Background: an optimization exercise with open tools, aiming at small area and a short achievable clock period. Do not read the settings as production practice. At most, simulation tests tie the RTL to the original design; equivalence was not proved. No functional check of the RTL was part of runs 3 and 4.

## flow/standard.sh

```bash
#!/bin/bash
# synth_recipe.tcl (not shown) runs the flow's synth.tcl, then flattens the netlist and writes it again
# the make line also repeats each setting of config.mk as NAME=value (left out here)
make -C /OpenROAD-flow-scripts/flow DESIGN_CONFIG=/design/flow/config.mk WORK_HOME=/design/flow/orfs CLKGATE_MAP_FILE= SYNTH_SCRIPT=/design/flow/synth_recipe.tcl "${@:-finish}"
```

## flow/flow/stubs.v

```verilog
(* blackbox *) module sky130_fd_sc_hd__dfrtp_1 (output Q, input CLK, input D, input RESET_B); endmodule
(* blackbox *) module sky130_fd_sc_hd__dfrtp_2 (output Q, input CLK, input D, input RESET_B); endmodule
(* blackbox *) module sky130_fd_sc_hd__dfrtp_4 (output Q, input CLK, input D, input RESET_B); endmodule
(* blackbox *) module sky130_fd_sc_hd__dfstp_1 (output Q, input CLK, input D, input SET_B); endmodule
(* blackbox *) module sky130_fd_sc_hd__dfstp_2 (output Q, input CLK, input D, input SET_B); endmodule
(* blackbox *) module sky130_fd_sc_hd__dfstp_4 (output Q, input CLK, input D, input SET_B); endmodule
(* blackbox *) module sky130_fd_sc_hd__conb_1 (output HI, output LO); endmodule
```

## flow/constraint.sdc

```tcl
create_clock -name core_clock -period 5.0 [get_ports {clk}]
set_input_delay 1.0000 -clock core_clock [delete_from_list [all_inputs] [get_ports {clk}]]
set_output_delay 1.0000 -clock core_clock [all_outputs]
set_load 0.01 [all_outputs]
```

## flow/design.v

```verilog
module Xoroshiro128StarStar (
      output [31:0] io_prngHigh,
      output [31:0] io_prngLow,
      input   io_next,
      input   clk,
      input   reset);
  reg [63:0] a0_r;
  wire [63:0] a0 = a0_r ^ 64'h21002100000001;
  reg [63:0] at_r;
  wire [63:0] at = at_r ^ 64'h2001000100000401;
  reg c16_r;
  wire c16 = c16_r ^ 1'h0;
  reg g1_r;
  wire g1 = g1_r ^ 1'h0;
  reg p1_r;
  wire p1 = p1_r ^ 1'h0;
  reg g2_r;
  wire g2 = g2_r ^ 1'h0;
  reg p2_r;
  wire p2 = p2_r ^ 1'h0;
  reg [63:0] q_r;
  wire [63:0] q = q_r ^ 64'h282800280;
  reg [31:0] rlo_r;
  wire [31:0] rlo = rlo_r ^ 32'h1680;
  reg c9_r;
  wire c9 = c9_r ^ 1'h0;
  reg h2_r;
  wire h2 = h2_r ^ 1'h0;
  reg k2_r;
  wire k2 = k2_r ^ 1'h0;
  reg [34:0] qh_r;
  wire [34:0] qh = qh_r ^ 35'h0;
  reg [63:0] out_r;
  wire [63:0] out = out_r ^ 64'h0;
  wire [63:0] a0_ = {a0[39:0], a0[63:40]} ^ at ^ (at << 16);
  wire [63:0] at_ = a0_ ^ {at[26:0], at[63:27]};
  wire [63:0] a4_ = a0_ << 2;
  wire [16:0] s0x = {1'b0, a0_[15:0]} + {1'b0, a4_[15:0]};
  wire [16:0] s1x = {1'b0, a0_[31:16]} + {1'b0, a4_[31:16]};
  wire [16:0] s2x = {1'b0, a0_[47:32]} + {1'b0, a4_[47:32]};
  wire n_c16 = s0x[16];
  wire n_g1 = s1x[16];
  wire n_p1 = &(a0_[31:16] ^ a4_[31:16]);
  wire n_g2 = s2x[16];
  wire n_p2 = &(a0_[47:32] ^ a4_[47:32]);
  wire [63:0] a4 = a0 << 2;
  wire c32 = g1 | (p1 & c16);
  wire c48 = g2 | (p2 & g1) | (p2 & p1 & c16);
  wire [15:0] m0 = a0[15:0] + a4[15:0];
  wire [16:0] m1 = {a0[31:16], 1'b1} + {a4[31:16], c16};
  wire [16:0] m2 = {a0[47:32], 1'b1} + {a4[47:32], c32};
  wire [16:0] m3 = {a0[63:48], 1'b1} + {a4[63:48], c48};
  wire [63:0] m5 = {m3[16:1], m2[16:1], m1[16:1], m0};
  wire [63:0] q_ = {m5[56:0], m5[63:57]};
  wire [63:0] q8 = q << 3;
  wire [32:0] r9 = {1'b0, q[31:0]} + {1'b0, q8[31:0]};
  wire [16:0] r2 = {1'b0, q[47:32]} + {1'b0, q8[47:32]};
  wire n_h2 = r2[16];
  wire n_k2 = &(q[47:32] ^ q8[47:32]);
  wire [34:0] qh8 = qh << 3;
  wire c948 = h2 | (k2 & c9);
  wire [16:0] o2s = {qh[18:3], 1'b1} + {qh8[18:3], c9};
  wire [16:0] o3s = {qh[34:19], 1'b1} + {qh8[34:19], c948};
  wire [15:0] o2 = o2s[16:1];
  wire [15:0] o3 = o3s[16:1];
  assign io_prngHigh = out[63:32];
  assign io_prngLow = out[31:0];
  always @ (posedge clk or posedge reset) begin
    if (reset) begin
      a0_r <= 64'h0;
      at_r <= 64'h0;
      c16_r <= 1'h0;
      g1_r <= 1'h0;
      p1_r <= 1'h0;
      g2_r <= 1'h0;
      p2_r <= 1'h0;
      q_r <= 64'h0;
      rlo_r <= 32'h0;
      c9_r <= 1'h0;
      h2_r <= 1'h0;
      k2_r <= 1'h0;
      qh_r <= 35'h0;
      out_r <= 64'h0;
    end else if (io_next) begin
      a0_r <= a0_ ^ 64'h21002100000001;
      at_r <= at_ ^ 64'h2001000100000401;
      c16_r <= n_c16 ^ 1'h0;
      g1_r <= n_g1 ^ 1'h0;
      p1_r <= n_p1 ^ 1'h0;
      g2_r <= n_g2 ^ 1'h0;
      p2_r <= n_p2 ^ 1'h0;
      q_r <= q_ ^ 64'h282800280;
      rlo_r <= r9[31:0] ^ 32'h1680;
      c9_r <= r9[32] ^ 1'h0;
      h2_r <= n_h2 ^ 1'h0;
      k2_r <= n_k2 ^ 1'h0;
      qh_r <= q[63:29] ^ 35'h0;
      out_r <= {o3, o2, rlo} ^ 64'h0;
    end
  end
endmodule
```

## flow/flow/run.sh

```bash
#!/bin/bash
# Own layout flow: the standard synthesis, then the combinational logic between
# the registers is mapped again by ABC for delay (registers, their names and cells are
# kept as the standard synthesis made them), then the standard ORFS flow from floorplan.
# Each tool's full output goes to a log file in the work folder.
set -euo pipefail
WORK=$(pwd)
FLOWDIR=$WORK/flow
R=$WORK/orfs/results/$FLOW_PLATFORM/Xoroshiro128StarStar/base
PLAT=$FLOW_HOME/platforms/$FLOW_PLATFORM
LIB=$PLAT/lib/sky130_fd_sc_hd__tt_025C_1v80.lib
YOSYS=$(command -v yosys || echo "$FLOW_HOME/../tools/install/yosys/bin/yosys")
D=${ABC_DELAY_PS:-1000}

bash standard.sh synth > "$WORK/log_1_standard_synth.log" 2>&1
cp "$R/1_2_yosys.v" "$WORK/standard_synth.v"

DU=$(sed -n '/DONT_USE_CELLS +=/,/^#/p' "$PLAT/config.mk" | grep -o 'sky130_fd_sc_hd__[a-z0-9_]*' | sed 's/^/-dont_use /' | tr '\n' ' ')
printf 'set_driving_cell sky130_fd_sc_hd__buf_1\nset_load 5\n' > "$WORK/abc.constr"
sed "s/@D@/$D/g" "$FLOWDIR/abc_delay.script" > "$WORK/abc_delay.script"
cat > "$WORK/remap.ys" <<EOY
read_liberty -ignore_miss_func $LIB
delete sky130_fd_sc_hd__dfrtp_* sky130_fd_sc_hd__dfstp_* sky130_fd_sc_hd__conb_1
read_verilog $FLOWDIR/stubs.v
read_verilog $WORK/standard_synth.v
hierarchy -top $FLOW_TOP
flatten
delete t:\\\$scopeinfo
opt_clean
abc -script $WORK/abc_delay.script -liberty $LIB $DU -constr $WORK/abc.constr -D $D
read_liberty -lib -overwrite $LIB
opt_clean -purge
hilomap -singleton -hicell sky130_fd_sc_hd__conb_1 HI -locell sky130_fd_sc_hd__conb_1 LO
splitnets
opt_clean -purge
rename -hide w:*.*
check -assert -mapped
stat -liberty $LIB
write_verilog -noattr -noexpr -nohex -nodec $WORK/remapped.v
EOY
"$YOSYS" -l "$WORK/log_2_remap_yosys.log" "$WORK/remap.ys" > /dev/null
cp "$WORK/remapped.v" "$R/1_2_yosys.v"
rm -f "$R/1_synth.odb" "$R/1_synth.sdc"
bash standard.sh > "$WORK/log_3_standard_flow.log" 2>&1
```

## flow/config.mk

```make
export PLATFORM = sky130hd
export DESIGN_NAME = Xoroshiro128StarStar
export DESIGN_NICKNAME = Xoroshiro128StarStar
export VERILOG_FILES = /design/flow/design.v
export SDC_FILE = /design/flow/constraint.sdc
export NUM_CORES = 4
export LEC_CHECK = 0
export CAP_MARGIN = 20
export CORE_MARGIN = 2
export CORE_UTILIZATION = 40
export CTS_CLUSTER_DIAMETER = 60
export CTS_CLUSTER_SIZE = 20
export PLACE_DENSITY = 0.7
export SETUP_SLACK_MARGIN = 2.9
export SLEW_MARGIN = 20
```

## flow/flow/abc_delay.script

```
strash
dch
map -D @D@
strash
dch
map -D @D@
strash
dch
map -D @D@
buffer
upsize -D @D@
dnsize -D @D@
```

==> results.cfg, run 1 <==
[sta]
setup_tns_ps = 0
skew_ps = 30.18
finalCritPeriodShare_pct = 41.97
slew_headroom_pct = 36.32
final.setup.worst_slack_ps = 2901
hold_viol = 0
slew_viol_final = 0
final.min_clock_period_ps = 2099
max_freq_mhz = 476.5
rsz0062_at_grt = yes
holdWs_ps = 445.8
finalSetupViolCount = 0
worst_pin_slew_ps = 955.3

[placement]
place_area_mm2 = 0.02179
gp_congestion = 0.9867
io_buffers = 66
place_ws_ps = 2016
dp.cells = 3534
dpl.hpwl_um = 43020

[floorplan]
die_w_um = 230.4
row_count = 82
core_area_mm2 = 0.05038
initial_core_util_pct = 40.68
dieArea_mm2 = 0.05306
fp.dieH_um = 230.4
io_pins = 67

[run]
cap_viol_max_count = 0

[worst_setup_path]
critPathBufInv = 1
crit_required_ps = 4000
crit_type = flip-flop to output pin
critPathMaxStageDelay_ps = 400
cpLargestDelayFamily = flip-flops
endpoint_kind = output pin
worstPathCellList = buf_2
critPathMaxFanout = 2
crit_arrival_ps = 1100
cp-start-kind = flip-flop
slowest_stage = dfrtp_1
cp-startpoint = out_r[63]$_DFFE_PP0P_
r2r-start = a0_r[55]$_DFFE_PP0P_

[cells_and_area]
stdcell_area_mm2 = 0.02384
stdcell_count = 3666
drive_gt1_share_pct = 13.97
utilization_pct = 47.33
syn2layout_area_growth_pct = 16.34
layout_commonest_cell = nand2_1
fin_nets = 2971
layout_common_cells = 666 x nand2_1, 344 x nor2_1, 320 x inv_1

[detailed_routing]
wl_um = 60270
vias = 19390
ant_nets = 0
drt-initial-drc-count = 2031
avgRoutedWirePerCell_um = 16.44
drt-pass1-iter-count = 6
viasPerCell = 5.289
drc = 0

[global_routing]
globalRouteOverflowTotal = 0
grt_pass1_vias = 17270
grt_use_total_pct = 22.09
grt_start_max_net_pins = 216
grt_pass1_wl_um = 94030
antenna_found_initial = 0

[clocking]
cts_root_buffer = clkbuf_16
numClockSinks = 331
cts_max_level = 2
clk_pin_slew_ps = 70
cts_tree = yes
clock_latency_ps = 570
numCtsBuffers = 34
ctsLongestPathBuffers = 3

[synthesis]
ys_warn_count = 1
avgSynthCellArea_um2 = 7.148
syn_nets = 2870
netlist_area_mm2 = 0.02049
syn_inst = 2867

[hold_path]
min-delay-path-class = flip-flop to flip-flop
min_from = rlo_r[12]$_DFFE_PP0P_

[run_status]
status = complete, no violations
-- sequential cells by signal (all words and copies together) (netlist names) --
register and flops:
p2_r 1, c16_r 1, q_r 64, k2_r 1, qh_r 35, g2_r 1, g1_r 1, out_r 64
a0_r 64, rlo_r 32, c9_r 1, p1_r 1, h2_r 1, at_r 64
-- per-layer routing --
metal / track usage, % / routed length (um) / part of all wire, % / vias to the layer above
met2: 33.42 / 26650 / 44 / 582
met4: 7.823 / 1808 / 3.0 / 0
met5: 0 / 0 / 0 / -
li1: - / - / - / 9691
met1: 31.69 / 27890 / 46 / 9021
met3: 3.878 / 3920 / 6.5 / 96
-- path summary, 6_finish.rpt --
check	endpoint	slack [ps]	cells past startpoint
max	io_prngHigh[31]	2900	1
max reg2reg	q_r[3]$_DFFE_PP0P_	2940	9
min	out_r[12]$_DFFE_PP0P_	450	1
min reg2reg	out_r[12]$_DFFE_PP0P_	450	1
min in group asynchronous	out_r[60]$_DFFE_PP0P_	710	2
max in group asynchronous	q_r[14]$_DFFE_PP0P_	3090	3
-- what timing repair did --
item / CTS / global route
gates resized for setup: 286 / 175
gates cloned: 1 / 1
endpoints found under the setup margin: 155 / 126
pin swaps: 2 / 34
buffers inserted: 16 / 52
hold endpoints to repair: 0 / 0
hold buffers: 0 / 0
-- final cells by class --
cell class	count	area [um2]
Inverter	345	1320
Clock buffer	44	969.7
Antenna cell	1	2.502
Clock inverter	17	222.7
Tap cell	672	840.8
Sequential cell	331	8342
Multi-Input combinational cell	2112	11080
Timing Repair inverter	1	8.758
Timing Repair Buffer	143	1056
Fill cell	4979	26530
==> inputs of run 2 (changes only) <==
==> flow/flow/abc_delay.script (replaced) <==
strash
dch
map -D @D@
buffer
upsize -D @D@
dnsize -D @D@
--- a/flow/config.mk
+++ b/flow/config.mk
@@ -7,7 +7,7 @@
 export LEC_CHECK = 0
 export CAP_MARGIN = 20
 export CORE_MARGIN = 2
-export CORE_UTILIZATION = 40
+export CORE_UTILIZATION = 45
 export CTS_CLUSTER_DIAMETER = 60
 export CTS_CLUSTER_SIZE = 20
 export PLACE_DENSITY = 0.7
==> run 2 against run 1 <==
Effect of this change:
- routed wire length is 21% higher
- utilization up 7.3 points
- global-route usage grew 6.6 points
- sequential cell count did not move
- sequential share of layout area down 1.8 points
- highest routed layer unchanged
==> results.cfg, run 2 <==
[worst_setup_path]
cpMostUsedCell = nand2_1
cp-start-kind = flip-flop
r2r_end = g1_r$_DFFE_PP0P_
critPathMaxFanout = 5
r2r-start = at_r[20]$_DFFE_PP0P_
critPathBufInv = 0
reg2reg_slack_ps = 2890
endpoint_kind = flip-flop
worstPathCellList = xnor2_1, xor2_1, nand2_1, nand2_1, a21oi_1, o21bai_1, nand4_1, a31oi_1
crit_arrival_ps = 2590
critPathMaxStageDelay_ps = 510
crit_type = flip-flop to flip-flop
slowest_stage = dfrtp_1
crit_required_ps = 5480
reg2reg_depth = 8
cpLargestDelayFamily = XOR/XNOR gates

[clocking]
clock_latency_ps = 580
cts_tree = yes
cts_root_buffer = clkbuf_16
numClockSinks = 331
cts_max_level = 2
clk_pin_slew_ps = 80
ctsHoldBuffers = 0
numCtsBuffers = 34
ctsLongestPathBuffers = 3

[sta]
max_freq_mhz = 472.9
worst_pin_slew_ps = 815.1
slew_viol_final = 0
hold_viol = 0
skew_ps = 39.49
slew_headroom_pct = 45.55
final.min_clock_period_ps = 2114
finalCritPeriodShare_pct = 42.29
holdWs_ps = 453.3
finalSetupViolCount = 0
rsz0062_at_grt = yes

[global_routing]
antenna_found_initial = 0
globalRouteOverflowTotal = 0
grt_use_total_pct = 28.66
grt_pass1_vias = 18970
grt_start_max_net_pins = 198
grt_pass1_wl_um = 106900

[floorplan]
die_w_um = 219.7
core_area_mm2 = 0.04626
fp.dieH_um = 219.7
dieArea_mm2 = 0.04827
initial_core_util_pct = 45.27
row_count = 79
io_pins = 67

[hold_path]
min-delay-path-class = flip-flop to flip-flop
min_delay_worst_endpoint = out_r[7]$_DFFE_PP0P_
min_path_cells = 1
min_from = rlo_r[7]$_DFFE_PP0P_

[detailed_routing]
wl_um = 73030
avgRoutedWirePerCell_um = 19.52
vias = 21170
drt-initial-drc-count = 2157
drc = 0
ant_nets = 0
drt-pass1-iter-count = 6
viasPerCell = 5.657

[cells_and_area]
syn2layout_area_growth_pct = 20.60
drive_gt1_share_pct = 19.97
diodes = 0
stdcell_count = 3742
layout_common_cells = 727 x nand2_1, 306 x nor2_1, 276 x inv_1
layout_commonest_cell = nand2_1
fin_nets = 3113

[placement]
gp_congestion = 0.9706
dp.cells = 3547
dpl.hpwl_um = 52070
io_buffers = 66

[synthesis]
netlist_area_mm2 = 0.02094
syn_nets = 2955
syn_inst = 2952
avgSynthCellArea_um2 = 7.094
ys_warn_count = 1

[run_status]
status = complete, no violations

[run]
cap_viol_max_count = 0
[run 2: per-stage QoR]
stage               worst slack (ps)  cell area, um2  TNS [ps]  utilization [%]
floorplan                     -420.7           20980   -139240                -
finish                          2886           25250         0            54.59
global route                    2804           25250         0            54.59
detailed placement              2027           22170         0            47.93
CTS                             2818           23450         0            50.70
global placement                2102           22170         0            47.93
[run 2: final cells by class]
class | count | area, um2
clock buffer | 37 | 883.3
clock inverter | 24 | 212.7
fill | 4380 | 21010
inverter | 318 | 1247
multi-input combinational | 2212 | 12060
sequential | 331 | 8382
tap | 607 | 759.5
timing repair buffer | 212 | 1695
timing repair inverter | 1 | 11.26
[run 2: what timing repair did]
item                                    in CTS  in global routing
gates cloned                                 0                  4
resized for setup                          342                290
buffers inserted                            31                 99
endpoints found under the setup margin     192                161
pin swaps                                    6                 67
[run 2: worst max-delay path by stage]
stage	startpoint	cells past startpoint	slack (ps)	endpoint
2_1_floorplan	reset	1	-420	a0_r[0]$_DFFE_PP0P_
3_3_place_gp	io_next	6	2100	a0_r[63]$_DFFE_PP0P_
3_5_place_dp	io_next	6	2030	p2_r$_DFFE_PP0P_
4_1_cts	io_next	6	2820	a0_r[63]$_DFFE_PP0P_
5_1_grt	at_r[27]$_DFFE_PP0P_	10	2800	p1_r$_DFFE_PP0P_
6_report	at_r[20]$_DFFE_PP0P_	8	2890	g1_r$_DFFE_PP0P_
[run 2: metal layers]
layer,share of wire (%),vias to the layer above,track usage [%]
met1,43,10090,39.75
li1,-,10070,-
met3,6.8,168,3.382
met2,46,845,45.35
met4,4.3,0,12.19
met5,0,-,0
==> inputs of run 3 (changes only) <==
--- a/flow/design.v
+++ b/flow/design.v
@@ -24,12 +24,8 @@
   wire [31:0] rlo = rlo_r ^ 32'h1680;
   reg c9_r;
   wire c9 = c9_r ^ 1'h0;
-  reg h2_r;
-  wire h2 = h2_r ^ 1'h0;
-  reg k2_r;
-  wire k2 = k2_r ^ 1'h0;
-  reg [34:0] qh_r;
-  wire [34:0] qh = qh_r ^ 35'h0;
+  reg [31:0] hi0_r;
+  wire [31:0] hi0 = hi0_r ^ 32'h0;
   reg [63:0] out_r;
   wire [63:0] out = out_r ^ 64'h0;
   wire [63:0] a0_ = {a0[39:0], a0[63:40]} ^ at ^ (at << 16);
@@ -54,15 +50,8 @@
   wire [63:0] q_ = {m5[56:0], m5[63:57]};
   wire [63:0] q8 = q << 3;
   wire [32:0] r9 = {1'b0, q[31:0]} + {1'b0, q8[31:0]};
-  wire [16:0] r2 = {1'b0, q[47:32]} + {1'b0, q8[47:32]};
-  wire n_h2 = r2[16];
-  wire n_k2 = &(q[47:32] ^ q8[47:32]);
-  wire [34:0] qh8 = qh << 3;
-  wire c948 = h2 | (k2 & c9);
-  wire [16:0] o2s = {qh[18:3], 1'b1} + {qh8[18:3], c9};
-  wire [16:0] o3s = {qh[34:19], 1'b1} + {qh8[34:19], c948};
-  wire [15:0] o2 = o2s[16:1];
-  wire [15:0] o3 = o3s[16:1];
+  wire [31:0] s9 = q[63:32] + q8[63:32];
+  wire [31:0] ohi = hi0 + {31'b0, c9};
   assign io_prngHigh = out[63:32];
   assign io_prngLow = out[31:0];
   always @ (posedge clk or posedge reset) begin
@@ -77,9 +66,7 @@
       q_r <= 64'h0;
       rlo_r <= 32'h0;
       c9_r <= 1'h0;
-      h2_r <= 1'h0;
-      k2_r <= 1'h0;
-      qh_r <= 35'h0;
+      hi0_r <= 32'h0;
       out_r <= 64'h0;
     end else if (io_next) begin
       a0_r <= a0_ ^ 64'h21002100000001;
@@ -92,10 +79,8 @@
       q_r <= q_ ^ 64'h282800280;
       rlo_r <= r9[31:0] ^ 32'h1680;
       c9_r <= r9[32] ^ 1'h0;
-      h2_r <= n_h2 ^ 1'h0;
-      k2_r <= n_k2 ^ 1'h0;
-      qh_r <= q[63:29] ^ 35'h0;
-      out_r <= {o3, o2, rlo} ^ 64'h0;
+      hi0_r <= s9[31:0] ^ 32'h0;
+      out_r <= {ohi, rlo} ^ 64'h0;
     end
   end
 endmodule
--- a/flow/config.mk
+++ b/flow/config.mk
@@ -7,9 +7,8 @@
 export LEC_CHECK = 0
 export CAP_MARGIN = 20
 export CORE_MARGIN = 2
-export CORE_UTILIZATION = 45
+export CORE_UTILIZATION = 40
 export CTS_CLUSTER_DIAMETER = 60
 export CTS_CLUSTER_SIZE = 20
-export PLACE_DENSITY = 0.7
 export SETUP_SLACK_MARGIN = 2.9
 export SLEW_MARGIN = 20
==> run 3 against run 2 <==
Effect of this change:
- cell count rose by 5.6%
- maximum frequency is 4.7% lower
- critical path type unchanged
==> results.cfg, run 3 <==
[synthesis]
syn_inst = 3000
syn_nets = 3003
ys_warn_count = 1
avgSynthCellArea_um2 = 7.141
netlist_area_mm2 = 0.02142

[clocking]
numClockSinks = 326
clk_pin_slew_ps = 70
clock_latency_ps = 580
ctsHoldBuffers = 0
ctsLongestPathBuffers = 3
cts_root_buffer = clkbuf_16
cts_tree = yes
numCtsBuffers = 37
cts_max_level = 2

[cells_and_area]
fin_nets = 3239
layout_common_cells = 628 x nand2_1, 334 x nor2_1, 295 x inv_1
utilization_pct = 51.06
drive_gt1_share_pct = 24.59
diodes = 0
fill_cells = 5122
stdcell_count = 3953
syn2layout_area_growth_pct = 25.74
seq_area_mm2 = 0.008264
multi_input_area_mm2 = 0.01292
layout_commonest_cell = nand2_1

[sta]
worst_pin_slew_ps = 810.2
final.min_clock_period_ps = 2218
max_freq_mhz = 450.9
slew_viol_final = 0
skew_ps = 28.66
hold_viol = 0
rsz0062_at_grt = yes
holdWs_ps = 445.6
finalCritPeriodShare_pct = 44.35
slew_headroom_pct = 45.99
finalSetupViolCount = 0
final.setup.worst_slack_ps = 2782

[floorplan]
dieArea_mm2 = 0.05543
fp.dieH_um = 235.4
io_pins = 67
row_count = 84
die_w_um = 235.4
initial_core_util_pct = 40.61
core_area_mm2 = 0.05276

[worst_setup_path]
worstPathCellList = nor2_1, nor2_2, nand4_2, nand3_2, nand3_4, nand2_4, o211ai_4, nand4_4, a21oi_4, o211ai_1
critPathMaxStageDelay_ps = 460
endpoint_kind = flip-flop
crit_required_ps = 5430
crit_type = flip-flop to flip-flop
cp-start-kind = flip-flop
slowest_stage = dfrtp_2
cpLargestDelayFamily = simple AND/OR/NAND/NOR gates
critPathBufInv = 0
critPathMaxFanout = 6
crit_arrival_ps = 2640

[detailed_routing]
ant_nets = 0
vias = 21420
drc = 0
wl_um = 73310
viasPerCell = 5.420
avgRoutedWirePerCell_um = 18.55
drt-pass1-iter-count = 6
drt-initial-drc-count = 1715

[global_routing]
globalRouteOverflowTotal = 0
grt_pass1_vias = 19690
grt_pass1_wl_um = 112800
grt_use_total_pct = 25.52
antenna_found_initial = 0
grt_start_max_net_pins = 163

[placement]
place_ws_ps = 1894
dp.cells = 3676
io_buffers = 66
dpl.hpwl_um = 52950
gp_congestion = 0.9478

[hold_path]
min-delay-path-class = flip-flop to flip-flop

[run]
cap_viol_max_count = 0

[run_status]
status = complete, no violations
## run 3: cell types whose count changed in the layout (fill, tap and decap cells not counted), moves of 14 or more
| cell | change |
|---|---|
| nand2_1 | -99 |
| buf_4 | +65 |
| o21ai_0 | -42 |
| nor2_1 | +28 |
| nand3_1 | +21 |
| inv_1 | +19 |
| nor3_1 | +19 |
| nor2_2 | +18 |
| xnor2_1 | +16 |
| o21ai_1 | +14 |
## run 3: metal layers
metal / GRT usage (%) / wire [um] / vias to the layer above
li1: - / - / 10440
met1: 36.72 / 34010 / 10280
met2: 40.23 / 33020 / 597
met3: 3.788 / 4239 / 109
met4: 6.350 / 2042 / 0
met5: 0 / 0 / -
## run 3: worst register-to-register path, stage by stage, from the launching register on
cell and delay [ps]:
dfrtp_2 460, nor2_1 240, nor2_2 100, nand4_2 140, nand3_2 110, nand3_4 120
nand2_4 70, o211ai_4 280, nand4_4 220, a21oi_4 220, o211ai_1 100
## run 3: area by class of cell
class | count | area share (%)
Multi-Input combinational cell | 2240 | 47.96
Sequential cell | 326 | 30.68
Timing Repair Buffer | 287 | 8.416
Inverter | 344 | 4.937
Clock buffer | 43 | 3.716
Tap cell | 688 | 3.196
Clock inverter | 25 | 1.096
## run 3: through the flow
stage / instance area [um2] / setup TNS, ps
3_3_place_gp: 22750 / 0
5_1_grt: 26940 / 0
3_5_place_dp: 22750 / 0
6_report: 26940 / 0
2_1_floorplan: 21460 / -114340
4_1_cts: 24850 / 0
## run 3: worst paths after layout
check                                      start                    end  slack [ps]  cells past startpoint
max                          q_r[35]$_DFFE_PP0P_  hi0_r[28]$_DFFE_PP0P_        2780                     10
min                        rlo_r[10]$_DFFE_PP0P_  out_r[10]$_DFFE_PP0P_         450                      1
max reg2reg                  q_r[35]$_DFFE_PP0P_  hi0_r[28]$_DFFE_PP0P_        2780                     10
min reg2reg                rlo_r[10]$_DFFE_PP0P_  out_r[10]$_DFFE_PP0P_         450                      1
max in group asynchronous                  reset   at_r[35]$_DFFE_PP0P_        3180                      3
min in group asynchronous                  reset  out_r[16]$_DFFE_PP0P_         890                      2
## run 3: timing repair
action | 4_1_cts | 5_1_grt
setup buffers | 74 | 134
setup endpoints to repair | 271 | 159
pin swaps | 23 | 84
gates resized for setup | 404 | 313
cloned | 1 | 0
==> inputs of run 4 (changes only) <==
--- a/flow/design.v
+++ b/flow/design.v
@@ -5,9 +5,9 @@
       input   clk,
       input   reset);
   reg [63:0] a0_r;
-  wire [63:0] a0 = a0_r ^ 64'h21002100000001;
+  wire [63:0] a0 = a0_r ^ 64'h1010001;
   reg [63:0] at_r;
-  wire [63:0] at = at_r ^ 64'h2001000100000401;
+  wire [63:0] at = at_r ^ 64'h2001010001;
   reg c16_r;
   wire c16 = c16_r ^ 1'h0;
   reg g1_r;
@@ -19,13 +19,7 @@
   reg p2_r;
   wire p2 = p2_r ^ 1'h0;
   reg [63:0] q_r;
-  wire [63:0] q = q_r ^ 64'h282800280;
-  reg [31:0] rlo_r;
-  wire [31:0] rlo = rlo_r ^ 32'h1680;
-  reg c9_r;
-  wire c9 = c9_r ^ 1'h0;
-  reg [31:0] hi0_r;
-  wire [31:0] hi0 = hi0_r ^ 32'h0;
+  wire [63:0] q = q_r ^ 64'h280;
   reg [63:0] out_r;
   wire [63:0] out = out_r ^ 64'h0;
   wire [63:0] a0_ = {a0[39:0], a0[63:40]} ^ at ^ (at << 16);
@@ -48,10 +42,7 @@
   wire [16:0] m3 = {a0[63:48], 1'b1} + {a4[63:48], c48};
   wire [63:0] m5 = {m3[16:1], m2[16:1], m1[16:1], m0};
   wire [63:0] q_ = {m5[56:0], m5[63:57]};
-  wire [63:0] q8 = q << 3;
-  wire [32:0] r9 = {1'b0, q[31:0]} + {1'b0, q8[31:0]};
-  wire [31:0] s9 = q[63:32] + q8[63:32];
-  wire [31:0] ohi = hi0 + {31'b0, c9};
+  wire [63:0] o9 = q + (q << 3);
   assign io_prngHigh = out[63:32];
   assign io_prngLow = out[31:0];
   always @ (posedge clk or posedge reset) begin
@@ -64,23 +55,17 @@
       g2_r <= 1'h0;
       p2_r <= 1'h0;
       q_r <= 64'h0;
-      rlo_r <= 32'h0;
-      c9_r <= 1'h0;
-      hi0_r <= 32'h0;
       out_r <= 64'h0;
     end else if (io_next) begin
-      a0_r <= a0_ ^ 64'h21002100000001;
-      at_r <= at_ ^ 64'h2001000100000401;
+      a0_r <= a0_ ^ 64'h1010001;
+      at_r <= at_ ^ 64'h2001010001;
       c16_r <= n_c16 ^ 1'h0;
       g1_r <= n_g1 ^ 1'h0;
       p1_r <= n_p1 ^ 1'h0;
       g2_r <= n_g2 ^ 1'h0;
       p2_r <= n_p2 ^ 1'h0;
-      q_r <= q_ ^ 64'h282800280;
-      rlo_r <= r9[31:0] ^ 32'h1680;
-      c9_r <= r9[32] ^ 1'h0;
-      hi0_r <= s9[31:0] ^ 32'h0;
-      out_r <= {ohi, rlo} ^ 64'h0;
+      q_r <= q_ ^ 64'h280;
+      out_r <= o9 ^ 64'h0;
     end
   end
 endmodule
==> run 4 against run 3 <==
Effect of this change:
- die area is 13% lower
- global-route usage up 2.9 points
- critical path type unchanged
- first-iteration DRC count increased by 11%
==> results.cfg, run 4 <==
[sta]
finalSetupViolCount = 0
setup_tns_ps = 0
slew_viol_final = 0
slew_headroom_pct = 54.91
rsz0062_at_grt = yes
max_freq_mhz = 375.5
final.min_clock_period_ps = 2663
hold_viol = 0
worst_pin_slew_ps = 674.0
finalCritPeriodShare_pct = 53.26
holdWs_ps = 460.3
skew_ps = 22.59
final.setup.worst_slack_ps = 2337

[global_routing]
grtUsageMet2_pct = 43.69
met1_usage_pct = 40.15
grt_use_total_pct = 28.40
grt_pass1_wl_um = 105700
globalRouteOverflowTotal = 0
antenna_found_initial = 0
grt_start_max_net_pins = 196
met3_usage_pct = 4.845
busiest_layer = met2
grt_pass1_vias = 18670

[synthesis]
avgSynthCellArea_um2 = 6.906
ys_warn_count = 1
netlist_area_mm2 = 0.01858
syn_nets = 2694
syn_inst = 2691

[detailed_routing]
drt-pass1-iter-count = 7
wl_um = 71120
drc = 0
ant_nets = 0
viasPerCell = 5.528
vias = 20000
drt-initial-drc-count = 1901
avgRoutedWirePerCell_um = 19.66

[worst_setup_path]
cp-start-kind = flip-flop
critPathMaxFanout = 6
crit_arrival_ps = 3110
reg2reg_slack_ps = 2340
crit_required_ps = 5450
endpoint_kind = flip-flop
worstPathCellList = a22oi_2, o211ai_1, a41oi_4, a21oi_4, nand4_1, nand3_2, nand4_1, a21oi_2, o21ai_4, nand3_2, o2111ai_2, nand3_1
slowest_stage = dfrtp_2
critPathMaxStageDelay_ps = 450
reg2reg_depth = 12
crit_type = flip-flop to flip-flop

[floorplan]
initial_core_util_pct = 40.77
fp.dieH_um = 219.5
die_w_um = 219.5
io_pins = 67
core_area_mm2 = 0.04558
row_count = 78
dieArea_mm2 = 0.04820

[cells_and_area]
stdcell_count = 3618
fill_cells = 4268
drive_gt1_share_pct = 29.19
fin_nets = 2997
multi_input_area_mm2 = 0.01245
seq_area_mm2 = 0.006630
layout_common_cells = 488 x nand2_1, 353 x nor2_1, 297 x inv_1
layout_commonest_cell = nand2_1
diodes = 0
syn2layout_area_growth_pct = 34.82

[clocking]
cts_max_level = 2
clock_latency_ps = 570
ctsHoldBuffers = 0
cts_root_buffer = clkbuf_16
clk_pin_slew_ps = 70
numCtsBuffers = 35
numClockSinks = 261
cts_tree = yes
ctsLongestPathBuffers = 3

[placement]
place_ws_ps = 1771
gp_congestion = 0.9770
dp.cells = 3300
dpl.hpwl_um = 49610
io_buffers = 66

[hold_path]
min-delay-path-class = flip-flop to flip-flop
min_path_cells = 1

[run]
cap_viol_max_count = 0

[run_status]
status = complete, no violations
-- run 4: worst paths after layout --
| check | start | end |
|---|---|---|
| hold reg to reg | at_r[57]$_DFFE_PP0P_ | at_r[30]$_DFFE_PP0P_ |
| setup reg to reg | q_r[15]$_DFFE_PP0P_ | out_r[61]$_DFFE_PP0P_ |
| setup / recovery | q_r[15]$_DFFE_PP0P_ | out_r[61]$_DFFE_PP0P_ |
| max in group asynchronous | reset | out_r[43]$_DFFE_PP0P_ |
| hold / removal | at_r[57]$_DFFE_PP0P_ | at_r[30]$_DFFE_PP0P_ |
| min in group asynchronous | reset | a0_r[61]$_DFFE_PP0P_ |
-- run 4: cell type report --
class	instances	area share, %
Clock inverter	24	1.014
Multi-Input combinational cell	2029	49.68
Timing Repair Buffer	331	10.99
Inverter	336	5.204
Sequential cell	261	26.46
Clock buffer	37	3.651
Tap cell	600	2.996
-- run 4: stage by stage --
stage | area, um2 | util, %
global route | 25050 | 54.97
finish | 25050 | 54.97
CTS | 22920 | 50.28
floorplan | 18600 | -
detailed placement | 19860 | 43.57
global placement | 19860 | 43.57
-- run 4: metal layers --
layer | routed length (um) | vias to the layer above
met3 | 4979 | 127
met5 | 0 | -
li1 | - | 9553
met1 | 32030 | 9620
met2 | 31660 | 701
met4 | 2452 | 0
-- run 4: worst max-delay path: cells and delay by family (launching register included) --
family	cells	cell delay (ps)
flops	1	450
simple gates	5	780
compound gates	7	1320
-- run 4: what timing repair did --
| item | CTS | global route |
|---|---|---|
| buffers inserted | 145 | 111 |
| gates resized for setup | 560 | 333 |
| hold endpoints to repair | 0 | 0 |
| endpoints found under the setup margin | 227 | 288 |
| gates cloned | 0 | 1 |
| pin swaps | 72 | 128 |

-- re-timing with driven ports --
In the flow no input, the clock included, has a driving cell. The finished layouts below were timed again as built, in two steps. Step 1 sets driving cells, clkbuf_16 on the clock port and buf_2 on the other inputs (assumed; they add their load-dependent delay and slew). Step 2 also shifts input and output timing later by t, the mid clock arrival at the registers, as if the neighbouring blocks saw the same clock. Slacks: ideal ports / drivers / drivers and shift; pairs: ideal ports / drivers.
| run | shift t [ns] | slack for setup (ns) | worst hold slack (ns) |
|---|---|---|---|
| run 1 | 0.607 | 2.901 / 2.845 / 2.398 | 0.446 / 0.446 / 0.446 |
| run 2 | 0.618 | 2.886 / 2.828 / 2.210 | 0.453 / 0.453 / 0.453 |
| run 3 | 0.627 | 2.782 / 2.782 / 2.176 | 0.446 / 0.446 / 0.446 |
| run 4 | 0.617 | 2.337 / 2.337 / 2.337 | 0.460 / 0.460 / 0.460 |
After both steps every run listed still meets setup and hold. The setup slack of run 2, which loses most, moves by -0.058 ns with the drivers and by -0.676 ns with both steps.
